What follows belongs to an exercise in optimizing a design on an open flow for small area, a short achievable clock period and few clock cycles per item; a production flow would make more cautious choices. At most, simulation tests tie the RTL to the original design; equivalence was not proved. Power figures rest on the tool's default switching activity, not on a simulated workload.

## trial 65
==> flow/design.v (excerpt) <==
module MD5(
    input wire clk,
    input wire reset_n,
    input wire cs,
    input wire we,
    input wire [7:0] address,
    input wire [31:0] write_data,
    output wire [31:0] read_data
);
Size: ~5500 cells after synthesis, roughly 47000 µm² of cells after synthesis.
clock: 9.0 ns
lec_check: 0
abc_area: 1
cap_margin: 20
core_margin: 2
core_utilization: 40
setup_slack_margin: 4.0
slew_margin: 20
run.sh (not shown) runs the stock make flow with config.mk's settings and CLKGATE_MAP_FILE= SYNTH_SCRIPT=/design/flow/synth_recipe.tcl, a recipe that flattens the netlist after the stock synthesis.
Trial 65 ended with every stage complete and zero timing, DRC or antenna violations.
Changes in build 66 relative to trial 65:
diff --git a/flow/design.v b/flow/design.v
--- a/flow/design.v
+++ b/flow/design.v
@@ -206,21 +206,21 @@
     end
 endfunction
 function [31:0] bswap(input [31:0] w);
     begin
         bswap = {w[7:0], w[15:8], w[23:16], w[31:24]};
     end
 endfunction
 reg [31:0] blk [0:15];
 reg [31:0] h0_reg, h1_reg, h2_reg, h3_reg;   
 reg [31:0] a_reg, b_reg, c_reg, d_reg;
-reg [3:0]  fsel_reg;     
+reg [31:0] x1_reg, x0_reg;   
 reg [31:0] pre_reg;      
 reg [3:0]  rlo_reg;      
 reg [4:0]  rhi_reg;      
 reg        pstep_reg;    
 reg        plast_reg;    
 reg [15:0] gsel_reg;     
 reg        pv_reg;       
 reg [6:0]  cnt_reg;      
 reg        busy_reg;
 reg        fin_reg;      
@@ -239,26 +239,34 @@
 reg [31:0] w_mem;
 integer i;
 always @(*) begin
     w_mem = 32'h0;
     for (i = 0; i < 16; i = i + 1)
         w_mem = w_mem | ({32{gsel_reg[i]}} & blk[i]);
 end
 wire        w_bus   = idle & cnt_lo;
 wire [31:0] w_sel   = w_bus ? block_data : w_mem;
 wire [31:0] pre_new = (pv_reg ? d_reg : a_reg) + K(cnt_reg[5:0]) + w_sel;
-wire [31:0] f_val   = ({32{fsel_reg[0]}} & (d_reg ^ (b_reg & (c_reg ^ d_reg)))) |
-                      ({32{fsel_reg[1]}} & (c_reg ^ (d_reg & (b_reg ^ c_reg)))) |
-                      ({32{fsel_reg[2]}} & (b_reg ^ c_reg ^ d_reg)) |
-                      ({32{fsel_reg[3]}} & (c_reg ^ (b_reg | ~d_reg)));
+wire [31:0] f_val   = (b_reg & x1_reg) | (~b_reg & x0_reg);
 wire [31:0] b_new   = b_reg + rot2(pre_reg + f_val, rlo_reg, rhi_reg);
 wire [31:0] h_sum   = h0_reg + b_reg;
+wire [31:0] c_nx = reload_reg ? h2_reg : (pv_reg ? b_reg : c_reg);
+wire [31:0] d_nx = reload_reg ? h3_reg : (pv_reg ? c_reg : d_reg);
+reg  [31:0] x1_new, x0_new;
+always @(*) begin
+    case (cnt_reg[5:4])
+        2'd0: begin x1_new = c_nx;           x0_new = d_nx;          end
+        2'd1: begin x1_new = c_nx | d_nx;    x0_new = c_nx & ~d_nx;  end
+        2'd2: begin x1_new = ~(c_nx ^ d_nx); x0_new = c_nx ^ d_nx;   end
+        2'd3: begin x1_new = ~c_nx;          x0_new = ~(c_nx ^ d_nx); end
+    endcase
+end
 assign ready  = idle;
 assign digest = {bswap(h0_reg), bswap(h1_reg), bswap(h2_reg), bswap(h3_reg)};
 always @(posedge clk or negedge reset_n) begin
     if (!reset_n) begin
         busy_reg   <= 1'b0;
         pv_reg     <= 1'b0;
         cnt_reg    <= 7'd0;
         gsel_reg   <= 16'h0001;
         fin_reg    <= 1'b0;
         reload_reg <= 1'b0;
@@ -282,26 +290,27 @@
                 gsel_reg <= G1H(cnt_inc[5:0]);
             end
         end
     end
 end
 always @(posedge clk) begin
     if (bwe)
         blk[block_addr] <= block_data;
     if (prep) begin
         pre_reg   <= pre_new;
-        fsel_reg  <= 4'h1 << cnt_reg[5:4];
         rlo_reg   <= 4'h1 << (rot_amt(cnt_reg[5:0]) & 5'd3);
         rhi_reg   <= 5'h1 << ((rot_amt(cnt_reg[5:0]) >> 2) - 5'd1);
         pstep_reg <= (cnt_reg[5:0] >= 6'd61);
         plast_reg <= (cnt_reg[5:0] == 6'd63);
     end
+    x1_reg <= x1_new;
+    x0_reg <= x0_new;
     if (reload_reg) begin
         a_reg <= h0_reg;
         b_reg <= h1_reg;
         c_reg <= h2_reg;
         d_reg <= h3_reg;
     end
     else if (pv_reg) begin
         a_reg <= d_reg;
         b_reg <= b_new;
         c_reg <= b_reg;
==> summary.txt <==
Build 66: all stages complete, timing, DRC and antenna checks passed. Build 66: sequential power lower than trial 65. On number of cells on the critical path, the higher figure sits with trial 65, not build 66. Run comparison: trial 65 slowest stage cell on the critical path sky130_fd_sc_hd__edfxtp_1; build 66 slowest stage cell on the critical path sky130_fd_sc_hd__buf_6. For build 66, the startpoint of the worst setup timing path was address[4], unlike trial 65, where it was core.d_reg[0]$_DFFE_PP_. Going from trial 65 to build 66, total power after layout dropped 18 mW, area overhead of the layout relative to synthesis fell 2.1 points, standard cell area after detailed placement increased 1600 µm², die outline area rose by about 3.3%.
No run of this note included a check of the RTL's function; only the layout flow was run.

* * *

Another version of the RTL of MD5 (not shown whole).
Size: roughly 6500 cells after synthesis, ~76 I/O pins, roughly 48000 um^2 of cells after synthesis.
==> module md5_ctl, before the edit <==
module md5_ctl(
    input wire clk,
    input wire reset_n,
    input wire init,
    input wire next,
    input wire block_wr,
    input wire [3:0] block_addr,
    output wire ready,
    output wire prep,        
    output wire pv,          
    output wire reload,      
    output wire step,        
    output wire do_init,     
    output wire bwe,         
    output wire w_bus,       
    output wire [5:0] rnd,   
    output wire [15:0] gsel,
    output wire [3:0] fsel,
    output wire [3:0] rlo,
    output wire [4:0] rhi
);
function [3:0] GIX(input [5:0] i);
    begin
        case (i)
            6'd0: GIX = 4'd0;
            6'd1: GIX = 4'd1;
            6'd2: GIX = 4'd2;
            6'd3: GIX = 4'd3;
            6'd4: GIX = 4'd4;
            6'd5: GIX = 4'd5;
            6'd6: GIX = 4'd6;
            6'd7: GIX = 4'd7;
            6'd8: GIX = 4'd8;
            6'd9: GIX = 4'd9;
            6'd10: GIX = 4'd10;
            6'd11: GIX = 4'd11;
            6'd12: GIX = 4'd12;
            6'd13: GIX = 4'd13;
            6'd14: GIX = 4'd14;
            6'd15: GIX = 4'd15;
            6'd16: GIX = 4'd1;
            6'd17: GIX = 4'd6;
            6'd18: GIX = 4'd11;
            6'd19: GIX = 4'd0;
            6'd20: GIX = 4'd5;
            6'd21: GIX = 4'd10;
            6'd22: GIX = 4'd15;
            6'd23: GIX = 4'd4;
            6'd24: GIX = 4'd9;
            6'd25: GIX = 4'd14;
            6'd26: GIX = 4'd3;
            6'd27: GIX = 4'd8;
            6'd28: GIX = 4'd13;
            6'd29: GIX = 4'd2;
            6'd30: GIX = 4'd7;
            6'd31: GIX = 4'd12;
            6'd32: GIX = 4'd5;
            6'd33: GIX = 4'd8;
            6'd34: GIX = 4'd11;
            6'd35: GIX = 4'd14;
            6'd36: GIX = 4'd1;
            6'd37: GIX = 4'd4;
            6'd38: GIX = 4'd7;
            6'd39: GIX = 4'd10;
            6'd40: GIX = 4'd13;
            6'd41: GIX = 4'd0;
            6'd42: GIX = 4'd3;
            6'd43: GIX = 4'd6;
            6'd44: GIX = 4'd9;
            6'd45: GIX = 4'd12;
            6'd46: GIX = 4'd15;
            6'd47: GIX = 4'd2;
            6'd48: GIX = 4'd0;
            6'd49: GIX = 4'd7;
            6'd50: GIX = 4'd14;
            6'd51: GIX = 4'd5;
            6'd52: GIX = 4'd12;
            6'd53: GIX = 4'd3;
            6'd54: GIX = 4'd10;
            6'd55: GIX = 4'd1;
            6'd56: GIX = 4'd8;
            6'd57: GIX = 4'd15;
            6'd58: GIX = 4'd6;
            6'd59: GIX = 4'd13;
            6'd60: GIX = 4'd4;
            6'd61: GIX = 4'd11;
            6'd62: GIX = 4'd2;
            6'd63: GIX = 4'd9;
        endcase
    end
endfunction
function [4:0] rot_amt(input [5:0] i);
    begin
        case ({i[5:4], i[1:0]})
            4'd0: rot_amt = 5'd7;
            4'd1: rot_amt = 5'd12;
            4'd2: rot_amt = 5'd17;
            4'd3: rot_amt = 5'd22;
            4'd4: rot_amt = 5'd5;
            4'd5: rot_amt = 5'd9;
            4'd6: rot_amt = 5'd14;
            4'd7: rot_amt = 5'd20;
            4'd8: rot_amt = 5'd4;
            4'd9: rot_amt = 5'd11;
            4'd10: rot_amt = 5'd16;
            4'd11: rot_amt = 5'd23;
            4'd12: rot_amt = 5'd6;
            4'd13: rot_amt = 5'd10;
            4'd14: rot_amt = 5'd15;
            4'd15: rot_amt = 5'd21;
        endcase
    end
endfunction
reg [3:0]  fsel_reg;     
reg [3:0]  rlo_reg;      
reg [4:0]  rhi_reg;      
reg        pstep_reg;    
reg        plast_reg;    
reg [3:0]  gidx_reg;     
reg        pv_reg;       
reg [6:0]  cnt_reg;      
reg        busy_reg;
reg        fin_reg;      
reg        reload_reg;
wire idle    = ~busy_reg;
wire go      = next & idle;
wire cnt_lo  = ~cnt_reg[6] & ~cnt_reg[5] & ~cnt_reg[4];    
wire match   = bwe & cnt_lo & ~reload_reg & (block_addr == cnt_reg[3:0]);
wire inval   = bwe & (cnt_reg[4] | (cnt_lo & (block_addr < cnt_reg[3:0])));
wire clear   = do_init | inval | reload_reg;
wire [6:0] cnt_inc = cnt_reg + 7'd1;
assign ready   = idle;
assign do_init = init & idle;
assign bwe     = block_wr & idle;
assign prep    = match | ((busy_reg | (go & ~cnt_lo)) & ~cnt_reg[6] & ~reload_reg);
assign step    = (pv_reg & pstep_reg) | fin_reg;
assign w_bus   = idle & cnt_lo;
assign pv      = pv_reg;
assign reload  = reload_reg;
assign rnd     = cnt_reg[5:0];
assign gsel    = 16'h0001 << gidx_reg;
assign fsel    = fsel_reg;
assign rlo     = rlo_reg;
assign rhi     = rhi_reg;
always @(posedge clk or negedge reset_n) begin
    if (!reset_n) begin
        busy_reg   <= 1'b0;
        pv_reg     <= 1'b0;
        cnt_reg    <= 7'd0;
        gidx_reg   <= 4'd0;
        fin_reg    <= 1'b0;
        reload_reg <= 1'b0;
    end
    else begin
        fin_reg    <= pv_reg & plast_reg;
        reload_reg <= fin_reg | do_init | inval;
        if (go)
            busy_reg <= 1'b1;
        else if (pv_reg & plast_reg)
            busy_reg <= 1'b0;
        if (clear) begin
            cnt_reg  <= 7'd0;
            gidx_reg <= 4'd0;
            pv_reg   <= 1'b0;
        end
        else begin
            pv_reg <= prep;
            if (prep) begin
                cnt_reg  <= cnt_inc;
                gidx_reg <= GIX(cnt_inc[5:0]);
            end
        end
    end
end
always @(posedge clk) begin
    if (prep) begin
        fsel_reg  <= 4'h1 << cnt_reg[5:4];
        rlo_reg   <= 4'h1 << (rot_amt(cnt_reg[5:0]) & 5'd3);
        rhi_reg   <= 5'h1 << ((rot_amt(cnt_reg[5:0]) >> 2) - 5'd1);
        pstep_reg <= (cnt_reg[5:0] >= 6'd61);
        plast_reg <= (cnt_reg[5:0] == 6'd63);
    end
end
endmodule
export LEC_CHECK = 0
export ABC_AREA = 1
export CAP_MARGIN = 20
export CORE_MARGIN = 2
export CORE_UTILIZATION = 45
export CTS_CLUSTER_DIAMETER = 220
export CTS_CLUSTER_SIZE = 18
export SETUP_SLACK_MARGIN = 4.0
export SLEW_MARGIN = 20
export SYNTH_HIERARCHICAL = 1
create_clock -name core_clock -period 9.0 [get_ports {clk}]
standard.sh (not shown) runs the stock make flow with config.mk's settings and CLKGATE_MAP_FILE= SYNTH_SCRIPT=/design/flow/synth_recipe.tcl, a recipe that flattens the netlist after the stock synthesis.
==> flow/flow/run.sh <==
#!/bin/bash
# The standard layout (the standard.sh), with one change to synthesis: Yosys does not map
# adders to the library's full/half-adder cells (ADDER_MAP_FILE is empty), so ABC maps the
# adders' logic together with the rest. Registers are mapped exactly as in the standard synthesis.
# make's full output goes to flow_make.log; ORFS keeps each step's log under orfs/logs/.
set -euo pipefail
bash standard.sh ADDER_MAP_FILE= finish > flow_make.log 2>&1
Testbench counts at the start, summed over its fixed seeds: cycles 13,695, blocks 192.
Next try:
--- a/flow/design.v
+++ b/flow/design.v
@@ -294,9 +294,10 @@
 reg [3:0]  rlo_reg;      
 reg [4:0]  rhi_reg;      
 reg        pstep_reg;    
 reg        plast_reg;    
-reg [3:0]  gidx_reg;     
+reg [3:0]  ghi_reg;      
+reg [3:0]  glo_reg;      
 reg        pv_reg;       
 reg [6:0]  cnt_reg;      
 reg        busy_reg;
 reg        fin_reg;      
@@ -307,8 +308,9 @@
 wire match   = bwe & cnt_lo & ~reload_reg & (block_addr == cnt_reg[3:0]);
 wire inval   = bwe & (cnt_reg[4] | (cnt_lo & (block_addr < cnt_reg[3:0])));
 wire clear   = do_init | inval | reload_reg;
 wire [6:0] cnt_inc = cnt_reg + 7'd1;
+wire [3:0] gix_inc = GIX(cnt_inc[5:0]);
 assign ready   = idle;
 assign do_init = init & idle;
 assign bwe     = block_wr & idle;
 assign prep    = match | ((busy_reg | (go & ~cnt_lo)) & ~cnt_reg[6] & ~reload_reg);
@@ -316,18 +318,24 @@
 assign w_bus   = idle & cnt_lo;
 assign pv      = pv_reg;
 assign reload  = reload_reg;
 assign rnd     = cnt_reg[5:0];
-assign gsel    = 16'h0001 << gidx_reg;
+genvar gi;
+generate
+    for (gi = 0; gi < 16; gi = gi + 1) begin: g_sel
+        assign gsel[gi] = ghi_reg[gi / 4] & glo_reg[gi % 4];
+    end
+endgenerate
 assign fsel    = fsel_reg;
 assign rlo     = rlo_reg;
 assign rhi     = rhi_reg;
 always @(posedge clk or negedge reset_n) begin
     if (!reset_n) begin
         busy_reg   <= 1'b0;
         pv_reg     <= 1'b0;
         cnt_reg    <= 7'd0;
-        gidx_reg   <= 4'd0;
+        ghi_reg    <= 4'h1;
+        glo_reg    <= 4'h1;
         fin_reg    <= 1'b0;
         reload_reg <= 1'b0;
     end
     else begin
@@ -338,16 +346,18 @@
         else if (pv_reg & plast_reg)
             busy_reg <= 1'b0;
         if (clear) begin
             cnt_reg  <= 7'd0;
-            gidx_reg <= 4'd0;
+            ghi_reg  <= 4'h1;
+            glo_reg  <= 4'h1;
             pv_reg   <= 1'b0;
         end
         else begin
             pv_reg <= prep;
             if (prep) begin
                 cnt_reg  <= cnt_inc;
-                gidx_reg <= GIX(cnt_inc[5:0]);
+                ghi_reg  <= 4'h1 << gix_inc[3:2];
+                glo_reg  <= 4'h1 << gix_inc[1:0];
             end
         end
     end
 end
What happened: Count of clock-buffer cells in the layout increases by 2; via count rose by 1.6%; setup slack gains 43 ps; die area rose by 0.66%; critical path depth decreases by 1; final area climbs by 1.2%.
For the second run of this note, only the layout was checked, not whether the RTL still works.

==> static timing again, ports no longer ideal <==
No port has a modelled driver above. Below, the same layouts with a new extraction and two added sets of constraints.
Step 1 sets driving cells, clkbuf_16 on the clock port and buf_2 on the other inputs (assumed; they add their load-dependent delay and slew).
Step 2 times the ports against the registers' clock, not the clock port: input delays grow and output delays shrink by t, the midpoint of the rising clock arrivals with the driver on.
Three values: ideal, step 1, step 2; two values: the first two.
run | t (ns) | setup WS [ns] | hold WS [ns] | worst slew at a driven data input, ns
trial 65 | 0.750 | 3.379 / 3.379 / 3.379 | 0.473 / 0.473 / 0.473 | 0.14
build 66 | 0.770 | 3.714 / 3.623 / 3.393 | 0.470 / 0.470 / 0.470 | 0.14
the first run of note 2 | 0.747 | 4.031 / 4.014 / 3.504 | 0.514 / 0.514 / 0.514 | 0.12
the second run of note 2 | 0.756 | 4.074 / 4.053 / 3.575 | 0.470 / 0.470 / 0.470 | 0.13
After both steps setup and hold are still met in every run listed. For the first run of note 2, which loses most, drivers alone change the setup slack by -0.017 ns; drivers and shift together by -0.527 ns.
